From an optimization exercise on the open Yosys and OpenROAD flow, aimed at small area; shortcuts taken in it are not production practice. At most, simulation tests tie the RTL to the original design; equivalence was not proved.

==> 12-19: inputs <==
==> flow/design.v (excerpt) <==
module opl2 (
  input rst,  
  input clk,  
  input  [7:0] din,
  output [7:0] dout,
  input cs_n,
  input wr_n,
  input a0,
  output reg irq_n,
  output reg signed [15:0] sample
);
==> flow/config.mk <==
export PLATFORM = sky130hd
export DESIGN_NAME = opl2
export DESIGN_NICKNAME = opl2
export VERILOG_FILES = /design/flow/design.v
export SDC_FILE = /design/flow/constraint.sdc
export NUM_CORES = 4
export LEC_CHECK = 0
export ABC_AREA = 1
export CAP_MARGIN = 10
export CORE_MARGIN = 2
export CORE_UTILIZATION = 60
export GPL_TIMING_DRIVEN = 0
export PLACE_DENSITY = 0.72
export SLEW_MARGIN = 10
==> flow/constraint.sdc <==
create_clock -name core_clock -period 20.8 [get_ports {clk}]
set_input_delay 4.1600 -clock core_clock [delete_from_list [all_inputs] [get_ports {clk}]]
set_output_delay 4.1600 -clock core_clock [all_outputs]
set_load 0.01 [all_outputs]
standard.sh (not shown) runs the stock make flow with config.mk's settings and CLKGATE_MAP_FILE= SYNTH_SCRIPT=/design/flow/synth_recipe.tcl, a recipe that flattens the netlist after the stock synthesis.
==> flow/flow/run.sh <==
#!/bin/bash
# The standard layout (standard.sh), with clock tree synthesis using
# clkbuf_8 buffers, large sink clusters and no dummy loads. The make output
# goes to standard_flow.log; each ORFS step keeps its own log under orfs/logs/.
set -euo pipefail
export CTS_ARGS="-sink_clustering_enable -repair_clock_nets -dont_use_dummy_load -buf_list sky130_fd_sc_hd__clkbuf_8 -sink_clustering_size 20 -sink_clustering_max_diameter 40"
bash standard.sh > standard_flow.log 2>&1
==> 11-22 (differences from 12-19) <==
--- a/flow/design.v
+++ b/flow/design.v
@@ -1197,15 +1197,14 @@
 wire calc_mod = calc && !car;
 wire calc_car = calc && car;
 reg [7:0] qa [0:QDEPTH-1];
 reg [7:0] qd [0:QDEPTH-1];
 reg [3:0] q_wp, q_rp, q_lp, q_n;
 reg [7:0] q_last;
-wire any_fresh;
-wire q_pop = !calc && !any_fresh && q_n != 0;
-wire q_use = reg_write && (sample_clk_en || calc || any_fresh || q_n != 0);
+wire q_pop = !calc && q_n != 0;
+wire q_use = reg_write && (sample_clk_en || calc || q_n != 0);
 wire q_merge = q_use && q_n != 0 && q_last == index && !(q_pop && q_n == 1);
 wire q_push = q_use && !q_merge;
 function [3:0] q_inc(input [3:0] p);
   q_inc = p == QDEPTH - 1 ? 4'd0 : p + 1'b1;
 endfunction
 always @(posedge clk)
@@ -1236,51 +1235,45 @@
     end
   end
 endgenerate
 wire lw = q_pop || (reg_write && !q_use);
 wire [7:0] la = q_pop ? qa[q_rp] : index;
 wire [7:0] ld = q_pop ? qd[q_rp] : din;
-reg [33:0] reg_mod [0:NCH-1];
-reg [33:0] reg_car [0:NCH-1];
-reg [19:0] reg_ch [0:NCH-1];
+reg [7:0] r20 [0:NOP-1];
+reg [7:0] r40 [0:NOP-1];
+reg [7:0] r60 [0:NOP-1];
+reg [7:0] r80 [0:NOP-1];
+reg [1:0] rE0 [0:NOP-1];
+reg [7:0] rA0 [0:NCH-1];
+reg [5:0] rB0 [0:NCH-1];
+reg [5:0] rC0 [0:NCH-1];
 reg r08;
 reg [7:0] rBD;
 wire [7:0] ldr = rst ? 8'd0 : ld;
+generate
+  for (i = 0; i < NOP; i = i + 1) begin: op_regs
+    always @(posedge clk) begin
+      if (rst || (lw && la == 8'h20 + op_off(i))) r20[i] <= ldr;
+      if (rst || (lw && la == 8'h40 + op_off(i))) r40[i] <= ldr;
+      if (rst || (lw && la == 8'h60 + op_off(i))) r60[i] <= ldr;
+      if (rst || (lw && la == 8'h80 + op_off(i))) r80[i] <= ldr;
+      if (rst || (lw && la == 8'hE0 + op_off(i))) rE0[i] <= ldr[1:0];
+    end
+  end
+  for (i = 0; i < NCH; i = i + 1) begin: ch_regs
+    always @(posedge clk) begin
+      if (rst || (lw && la == 8'hA0 + i)) rA0[i] <= ldr;
+      if (rst || (lw && la == 8'hB0 + i)) rB0[i] <= ldr[5:0];
+      if (rst || (lw && la == 8'hC0 + i)) rC0[i] <= ldr[5:0];
+    end
+  end
+endgenerate
 always @(posedge clk) begin
   if (rst || (lw && la == 8'h08)) r08 <= ldr[6];
   if (rst || (lw && la == 8'hBD)) rBD <= ldr;
 end
-reg [3:0] head_ch;
-always @(posedge clk, posedge rst)
-  if (rst)
-    head_ch <= NCH - 2;
-  else
-    head_ch <= head_ch == NCH - 1 ? 4'd0 : head_ch + 1'b1;
-wire [3:0] head_ch_next = head_ch == NCH - 1 ? 4'd0 : head_ch + 1'b1;
-wire [4:0] la_off = la[4:0];
-wire la_op_grp = la[7:5] == 3'd1 || la[7:5] == 3'd2 || la[7:5] == 3'd3 ||
- la[7:5] == 3'd4 || la[7:5] == 3'd7;
-wire la_op = la_op_grp && la_off[4:3] != 2'd3 && la_off[2:1] != 2'd3;
-wire la_op_car = la_off[2:0] >= 3'd3;
-wire la_ch = (la[7:4] == 4'hA || la[7:4] == 4'hB || la[7:4] == 4'hC) && la[3:0] < NCH;
-wire [3:0] la_q = la_op ? la_off[4:3] * 3 + (la_off[2:0] >= 3'd3 ? la_off[2:0] - 3'd3 : la_off[2:0]) : la[3:0];
-wire [3:0] la_pos = la_q >= head_ch_next ? la_q - head_ch_next : la_q + NCH - head_ch_next;
-wire [4:0] wr_op_byte = {la[7:5] == 3'd1, la[7:5] == 3'd2, la[7:5] == 3'd3,
- la[7:5] == 3'd4, la[7:5] == 3'd7};
-wire [2:0] wr_ch_byte = {la[7:4] == 4'hA, la[7:4] == 4'hB, la[7:4] == 4'hC};
-wire wr_mod = lw && la_op && !la_op_car;
-wire wr_car = lw && la_op && la_op_car;
-wire wr_ch = lw && la_ch;
-function [33:0] put_op(input [33:0] old, input [4:0] sel, input [7:0] d);
-  put_op = {sel[4] ? d : old[33:26], sel[3] ? d : old[25:18],
-   sel[2] ? d : old[17:10], sel[1] ? d : old[9:2], sel[0] ? d[1:0] : old[1:0]};
-endfunction
-function [19:0] put_ch(input [19:0] old, input [2:0] sel, input [7:0] d);
-  put_ch = {sel[2] ? d : old[19:12], sel[1] ? d[5:0] : old[11:6],
-   sel[0] ? d[5:0] : old[5:0]};
-endfunction
 wire nts = r08;
 wire dam = rBD[7];
 wire dvb = rBD[6];
 wire ryt = rBD[5];
 wire bd  = rBD[4];
 wire sd  = rBD[3];
@@ -1298,41 +1291,23 @@
 reg wb_mod, wb_car;
 always @(posedge clk) begin
   wb_mod <= calc_mod;
   wb_car <= calc_car;
 end
 reg [NCH-1:0] fresh;
-assign any_fresh = |fresh;
 always @(posedge clk)
   if (rst)
     fresh <= {NCH{1'b1}};
   else
     fresh <= {1'b0, fresh[NCH-1:1]};
 wire [45:0] mod_state0 = fresh[0] ? STATE_RESET : mod_state[0];
 wire [45:0] car_state0 = fresh[0] ? STATE_RESET : car_state[0];
 wire [5:0] key_det0 = fresh[0] ? 6'd0 : key_det[0];
 wire signed [12:0] mod_out0 = fresh[0] ? 13'sd0 : mod_out[0];
 wire signed [12:0] car_out0 = fresh[0] ? 13'sd0 : car_out[0];
 wire signed [12:0] feedback20 = fresh[0] ? 13'sd0 : feedback2[0];
-wire [33:0] reg_mod0 = fresh[0] ? 34'd0 : reg_mod[0];
-wire [33:0] reg_car0 = fresh[0] ? 34'd0 : reg_car[0];
-wire [19:0] reg_ch0 = fresh[0] ? 20'd0 : reg_ch[0];
-genvar p;
-generate
-  for (p = 0; p < NCH; p = p + 1) begin: reg_ring
-    wire [33:0] mod_in = p == NCH - 1 ? reg_mod0 : reg_mod[(p + 1) % NCH];
-    wire [33:0] car_in = p == NCH - 1 ? reg_car0 : reg_car[(p + 1) % NCH];
-    wire [19:0] ch_in = p == NCH - 1 ? reg_ch0 : reg_ch[(p + 1) % NCH];
-    wire here = la_pos == p;
-    always @(posedge clk) begin
-      reg_mod[p] <= put_op(mod_in, {5{wr_mod && here}} & wr_op_byte, ld);
-      reg_car[p] <= put_op(car_in, {5{wr_car && here}} & wr_op_byte, ld);
-      reg_ch[p] <= put_ch(ch_in, {3{wr_ch && here}} & wr_ch_byte, ld);
-    end
-  end
-endgenerate
 integer k;
 always @(posedge clk) begin
   for (k = 0; k < NCH - 1; k = k + 1) begin
     mod_state[k] <= mod_state[k+1];
     car_state[k] <= car_state[k+1];
     mod_out[k] <= mod_out[k+1];
@@ -1370,21 +1345,20 @@
     case (q)
     6: op_type = 1;
     7: op_type = car ? 4 : 2;
     8: op_type = car ? 5 : 3;
     default: op_type = 0;
     endcase
-wire [33:0] c_op = car ? reg_car0 : reg_mod0;
-wire [7:0] c20 = c_op[33:26];
-wire [7:0] c40 = c_op[25:18];
-wire [7:0] c60 = c_op[17:10];
-wire [7:0] c80 = c_op[9:2];
-wire [1:0] cE0 = c_op[1:0];
-wire [7:0] cA0 = reg_ch0[19:12];
-wire [5:0] cB0 = reg_ch0[11:6];
-wire [5:0] cC0 = reg_ch0[5:0];
+wire [7:0] c20 = r20[op];
+wire [7:0] c40 = r40[op];
+wire [7:0] c60 = r60[op];
+wire [7:0] c80 = r80[op];
+wire [1:0] cE0 = rE0[op];
+wire [7:0] cA0 = rA0[q];
+wire [5:0] cB0 = rB0[q];
+wire [5:0] cC0 = rC0[q];
 wire [9:0] fnum = {cB0[1:0], cA0};
 wire use_feedback = !car && !ryt_hh_tom;
 wire [2:0] fb_cur = use_feedback ? cC0[3:1] : 3'd0;
 wire [12:0] modulation = (!car || cC0[0] || ryt_hh_tom) ? 13'd0 : mod_out0;
 wire [19:0] friend_phase_acc = car ? mod_state[NCH-1][45:26] : car_state[1][45:26];
 reg [12:0] vibrato_base;
==> flow/flow/run.sh (replaced) <==
#!/bin/bash
# The standard layout (standard.sh), with clock tree synthesis using
# clkbuf_4 buffers and no dummy loads. The make output goes to
# standard_flow.log; each ORFS step keeps its own log under orfs/logs/.
set -euo pipefail
export CTS_ARGS="-sink_clustering_enable -repair_clock_nets -dont_use_dummy_load -buf_list sky130_fd_sc_hd__clkbuf_4"
bash standard.sh > standard_flow.log 2>&1
==> flow/config.mk (replaced) <==
export PLATFORM = sky130hd
export DESIGN_NAME = opl2
export DESIGN_NICKNAME = opl2
export VERILOG_FILES = /design/flow/design.v
export SDC_FILE = /design/flow/constraint.sdc
export NUM_CORES = 4
export LEC_CHECK = 0
export ABC_AREA = 1
export CAP_MARGIN = 20
export CORE_MARGIN = 2
export CORE_UTILIZATION = 55
export GPL_TIMING_DRIVEN = 0
export PLACE_DENSITY = 0.7
export SLEW_MARGIN = 20
==> 04-17 (differences from 12-19) <==
--- a/flow/design.v
+++ b/flow/design.v
@@ -1143,69 +1143,63 @@
 );
 localparam integer CNTR_MAX = 873;
 localparam integer TIMER1_MAX = 3456;
 localparam integer TIMER2_MAX = 15360;
 localparam NOP = 18;
 localparam NCH = 9;
-localparam QDEPTH = 10;
-localparam [45:0] STATE_RESET = 46'd511 << 2;  
-function [7:0] op_off(input integer k);
-  op_off = (k < 6) ? k : (k < 12) ? k + 2 : k + 4;
-endfunction
+localparam QDEPTH = 9;
+localparam [44:0] STATE_RESET = 45'd511 << 2;  
 wire read  = !cs_n && !a0;
 wire write = !cs_n && !wr_n;
 wire addr_write = (!a0 && write);
 wire reg_write = (a0 && write);
 reg timer1_overflow;
 reg timer2_overflow;
 assign dout = read ? {timer1_overflow | timer2_overflow, timer1_overflow, timer2_overflow, 5'd0} : 8'h00;
 reg [7:0] index;
 always @(posedge clk, posedge rst) begin
   if (rst) index <= 0;
   else if (addr_write) index <= {din};
 end
-reg [11:0] cntr;
+reg [6:0] tick_cnt;
 reg sample_clk_en;
+reg [3:0] head_ch;
 always @(posedge clk, posedge rst)
   if (rst) begin
-    cntr <= 12'd0;
+    tick_cnt <= 7'd0;
     sample_clk_en <= 1'b0;
   end else begin
-    cntr <= cntr == CNTR_MAX-1 ? 12'd0 : cntr + 1'b1;
-    sample_clk_en <= cntr == 12'd0;
+    if (head_ch == NCH - 3)
+      tick_cnt <= tick_cnt == CNTR_MAX / NCH - 1 ? 7'd0 : tick_cnt + 1'b1;
+    sample_clk_en <= tick_cnt == 7'd0 && head_ch == NCH - 2;
   end
 reg calc;
 reg car;
-reg [3:0] q;
+wire [3:0] q;
 always @(posedge clk, posedge rst)
   if (rst) begin
     calc <= 0;
     car <= 0;
-    q <= 0;
   end else if (sample_clk_en) begin
     calc <= 1;
     car <= 0;
-    q <= 0;
-  end else if (calc) begin
-    if (q == NCH - 1) begin
-      q <= 0;
-      car <= 1;
-      if (car)
-        calc <= 0;
-    end else
-      q <= q + 1'b1;
+  end else if (calc && q == NCH - 1) begin
+    car <= 1;
+    if (car)
+      calc <= 0;
   end
 wire calc_mod = calc && !car;
 wire calc_car = calc && car;
 reg [7:0] qa [0:QDEPTH-1];
 reg [7:0] qd [0:QDEPTH-1];
 reg [3:0] q_wp, q_rp, q_lp, q_n;
 reg [7:0] q_last;
 wire any_fresh;
-wire q_pop = !calc && !any_fresh && q_n != 0;
-wire q_use = reg_write && (sample_clk_en || calc || any_fresh || q_n != 0);
+wire hold = calc && !(car && q == NCH - 1);
+wire q_pop = !hold && !any_fresh && q_n != 0;
+wire q_use = reg_write && (sample_clk_en || hold || any_fresh || q_n != 0);
 wire q_merge = q_use && q_n != 0 && q_last == index && !(q_pop && q_n == 1);
 wire q_push = q_use && !q_merge;
 function [3:0] q_inc(input [3:0] p);
   q_inc = p == QDEPTH - 1 ? 4'd0 : p + 1'b1;
 endfunction
 always @(posedge clk)
@@ -1246,19 +1240,19 @@
 reg [7:0] rBD;
 wire [7:0] ldr = rst ? 8'd0 : ld;
 always @(posedge clk) begin
   if (rst || (lw && la == 8'h08)) r08 <= ldr[6];
   if (rst || (lw && la == 8'hBD)) rBD <= ldr;
 end
-reg [3:0] head_ch;
 always @(posedge clk, posedge rst)
   if (rst)
     head_ch <= NCH - 2;
   else
     head_ch <= head_ch == NCH - 1 ? 4'd0 : head_ch + 1'b1;
 wire [3:0] head_ch_next = head_ch == NCH - 1 ? 4'd0 : head_ch + 1'b1;
+assign q = head_ch;
 wire [4:0] la_off = la[4:0];
 wire la_op_grp = la[7:5] == 3'd1 || la[7:5] == 3'd2 || la[7:5] == 3'd3 ||
  la[7:5] == 3'd4 || la[7:5] == 3'd7;
 wire la_op = la_op_grp && la_off[4:3] != 2'd3 && la_off[2:1] != 2'd3;
 wire la_op_car = la_off[2:0] >= 3'd3;
 wire la_ch = (la[7:4] == 4'hA || la[7:4] == 4'hB || la[7:4] == 4'hC) && la[3:0] < NCH;
@@ -1284,14 +1278,14 @@
 wire ryt = rBD[5];
 wire bd  = rBD[4];
 wire sd  = rBD[3];
 wire tom = rBD[2];
 wire tc  = rBD[1];
 wire hh  = rBD[0];
-reg [45:0] mod_state [0:NCH-1];
-reg [45:0] car_state [0:NCH-1];
+reg [44:0] mod_state [0:NCH-1];
+reg [44:0] car_state [0:NCH-1];
 reg [5:0] key_det [0:NCH-1];
 reg signed [12:0] mod_out [0:NCH-1];
 reg signed [12:0] car_out [0:NCH-1];
 reg signed [12:0] feedback2 [0:NCH-1];
 wire [45:0] st_out;
 wire signed [12:0] op_out;
@@ -1304,14 +1298,15 @@
 assign any_fresh = |fresh;
 always @(posedge clk)
   if (rst)
     fresh <= {NCH{1'b1}};
   else
     fresh <= {1'b0, fresh[NCH-1:1]};
-wire [45:0] mod_state0 = fresh[0] ? STATE_RESET : mod_state[0];
-wire [45:0] car_state0 = fresh[0] ? STATE_RESET : car_state[0];
+wire [44:0] mod_state0 = fresh[0] ? STATE_RESET : mod_state[0];
+wire [44:0] car_state0 = fresh[0] ? STATE_RESET : car_state[0];
+wire [44:0] st_out_kept = {st_out[45:12], st_out[10:0]};
 wire [5:0] key_det0 = fresh[0] ? 6'd0 : key_det[0];
 wire signed [12:0] mod_out0 = fresh[0] ? 13'sd0 : mod_out[0];
 wire signed [12:0] car_out0 = fresh[0] ? 13'sd0 : car_out[0];
 wire signed [12:0] feedback20 = fresh[0] ? 13'sd0 : feedback2[0];
 wire [33:0] reg_mod0 = fresh[0] ? 34'd0 : reg_mod[0];
 wire [33:0] reg_car0 = fresh[0] ? 34'd0 : reg_car[0];
@@ -1337,14 +1332,14 @@
     car_state[k] <= car_state[k+1];
     mod_out[k] <= mod_out[k+1];
     car_out[k] <= car_out[k+1];
     key_det[k] <= key_det[k+1];
     feedback2[k] <= feedback2[k+1];
   end
-  mod_state[NCH-1] <= calc_mod ? st_out : mod_state0;
-  car_state[NCH-1] <= calc_car ? st_out : car_state0;
+  mod_state[NCH-1] <= calc_mod ? st_out_kept : mod_state0;
+  car_state[NCH-1] <= calc_car ? st_out_kept : car_state0;
   mod_out[NCH-1] <= mod_out0;
   car_out[NCH-1] <= car_out0;
   key_det[NCH-1] <= calc_mod ? key_det_new : key_det0;
   feedback2[NCH-1] <= feedback20;
   if (wb_mod) begin
     mod_out[7] <= op_out;
@@ -1383,13 +1378,13 @@
 wire [5:0] cB0 = reg_ch0[11:6];
 wire [5:0] cC0 = reg_ch0[5:0];
 wire [9:0] fnum = {cB0[1:0], cA0};
 wire use_feedback = !car && !ryt_hh_tom;
 wire [2:0] fb_cur = use_feedback ? cC0[3:1] : 3'd0;
 wire [12:0] modulation = (!car || cC0[0] || ryt_hh_tom) ? 13'd0 : mod_out0;
-wire [19:0] friend_phase_acc = car ? mod_state[NCH-1][45:26] : car_state[1][45:26];
+wire [19:0] friend_phase_acc = car ? mod_state[NCH-1][44:25] : car_state[1][44:25];
 reg [12:0] vibrato_base;
 always @(posedge clk)
   if (rst)
     vibrato_base <= 0;
   else if (calc_car && q == NCH - 1)
     vibrato_base <= vibrato_base + NOP;
@@ -1471,13 +1466,13 @@
   .rand_en(sample_clk_en),
   .rst(rst),
   .kon_r0(kon_r0),
   .kon_r1(kon_r1),
   .koff_r0(koff_r0),
   .koff_r1(koff_r1),
-  .st_in(car ? car_state0 : mod_state0),
+  .st_in(car ? {car_state0[44:11], 1'b0, car_state0[10:0]} : {mod_state0[44:11], 1'b0, mod_state0[10:0]}),
   .st_out(st_out),
   .out(op_out)
 );
 reg cnt0_prev;
 always @(posedge clk)
   if (calc_mod && q == 0)
==> flow/config.mk (replaced) <==
export PLATFORM = sky130hd
export DESIGN_NAME = opl2
export DESIGN_NICKNAME = opl2
export VERILOG_FILES = /design/flow/design.v
export SDC_FILE = /design/flow/constraint.sdc
export NUM_CORES = 4
export LEC_CHECK = 0
export ABC_AREA = 1
export CAP_MARGIN = 10
export CORE_MARGIN = 2
export CORE_UTILIZATION = 68
export GPL_TIMING_DRIVEN = 1
export PLACE_DENSITY = 0.78
export SLEW_MARGIN = 10
==> 05-11 (differences from 12-19) <==
==> flow/flow/run.sh (replaced) <==
#!/bin/bash
# The standard layout (standard.sh), with clock tree synthesis using
# clkbuf_4 buffers and no dummy loads. The make output goes to
# standard_flow.log; each ORFS step keeps its own log under orfs/logs/.
set -euo pipefail
export CTS_ARGS="-sink_clustering_enable -repair_clock_nets -dont_use_dummy_load -buf_list sky130_fd_sc_hd__clkbuf_4"
bash standard.sh > standard_flow.log 2>&1
==> flow/config.mk (replaced) <==
export PLATFORM = sky130hd
export DESIGN_NAME = opl2
export DESIGN_NICKNAME = opl2
export VERILOG_FILES = /design/flow/design.v
export SDC_FILE = /design/flow/constraint.sdc
export NUM_CORES = 4
export LEC_CHECK = 0
export ABC_AREA = 1
export CAP_MARGIN = 20
export CORE_MARGIN = 2
export CORE_UTILIZATION = 55
export GPL_TIMING_DRIVEN = 0
export PLACE_DENSITY = 0.7
export SLEW_MARGIN = 20
==> notes.md <==
Number of sequential cells: 04-17 2396; 12-19 2439; 11-22 2435; 05-11 2439
Root buf cell: 04-17 clkbuf_8; 12-19 clkbuf_8; 11-22 clkbuf_4; 05-11 clkbuf_4
Met1 WL: 04-17 92.26 mm; 12-19 110.8 mm; 11-22 107.6 mm; 05-11 112.8 mm
Run status: 04-17 no timing/DRC/antenna violations; 12-19 no timing/DRC/antenna violations; 11-22 no timing/DRC/antenna violations; 05-11 no timing/DRC/antenna violations
Top sig layer: 04-17 met4; 12-19 met5; 11-22 met5; 05-11 met5
WL met3: 04-17 14.17 mm; 12-19 24.20 mm; 11-22 23.15 mm; 05-11 22.09 mm
Share of the synthesized area in the top cell type: 04-17 0.5007; 12-19 0.4971; 11-22 0.3143; 05-11 0.4971
Gr usage total: 04-17 0.3108; 12-19 0.3514; 11-22 0.2878; 05-11 0.3237
Vias per cell: 04-17 5.650; 12-19 5.704; 11-22 5.731; 05-11 5.554
Iteration-0 DRC Markers: 04-17 6244; 12-19 6916; 11-22 7379; 05-11 6649
Function not checked in 11-22: the RTL went through the layout flow alone.

## afterwards: timing with drivers on the ports
Ports are ideal in the flow. The routed layouts listed here were re-timed in OpenROAD.
Step 1 assumes that a clkbuf_16 drives the clock port and a buf_2 every other input.
Step 2 times the ports against the registers' clock, not the clock port: input delays grow and output delays shrink by t, the midpoint of the rising clock arrivals with the driver on.
Three values: ideal ports, drivers, drivers and shift; two values: the first two.
run | shift t [ns] | setup WS [ns] | worst slew at a driven data input, ns | pins driven straight from the clock port
12-19 | 0.996 | 3.507 / 3.507 / 3.507 | 0.23 | 1
11-22 | 1.444 | 2.208 / 2.208 / 2.208 | 0.07 | 1
04-17 | 0.964 | 8.034 / 8.034 / 8.034 | 0.05 | 1
05-11 | 1.390 | 3.786 / 3.786 / 3.786 | 0.24 | 1
After both steps setup and hold are still met in every run listed.
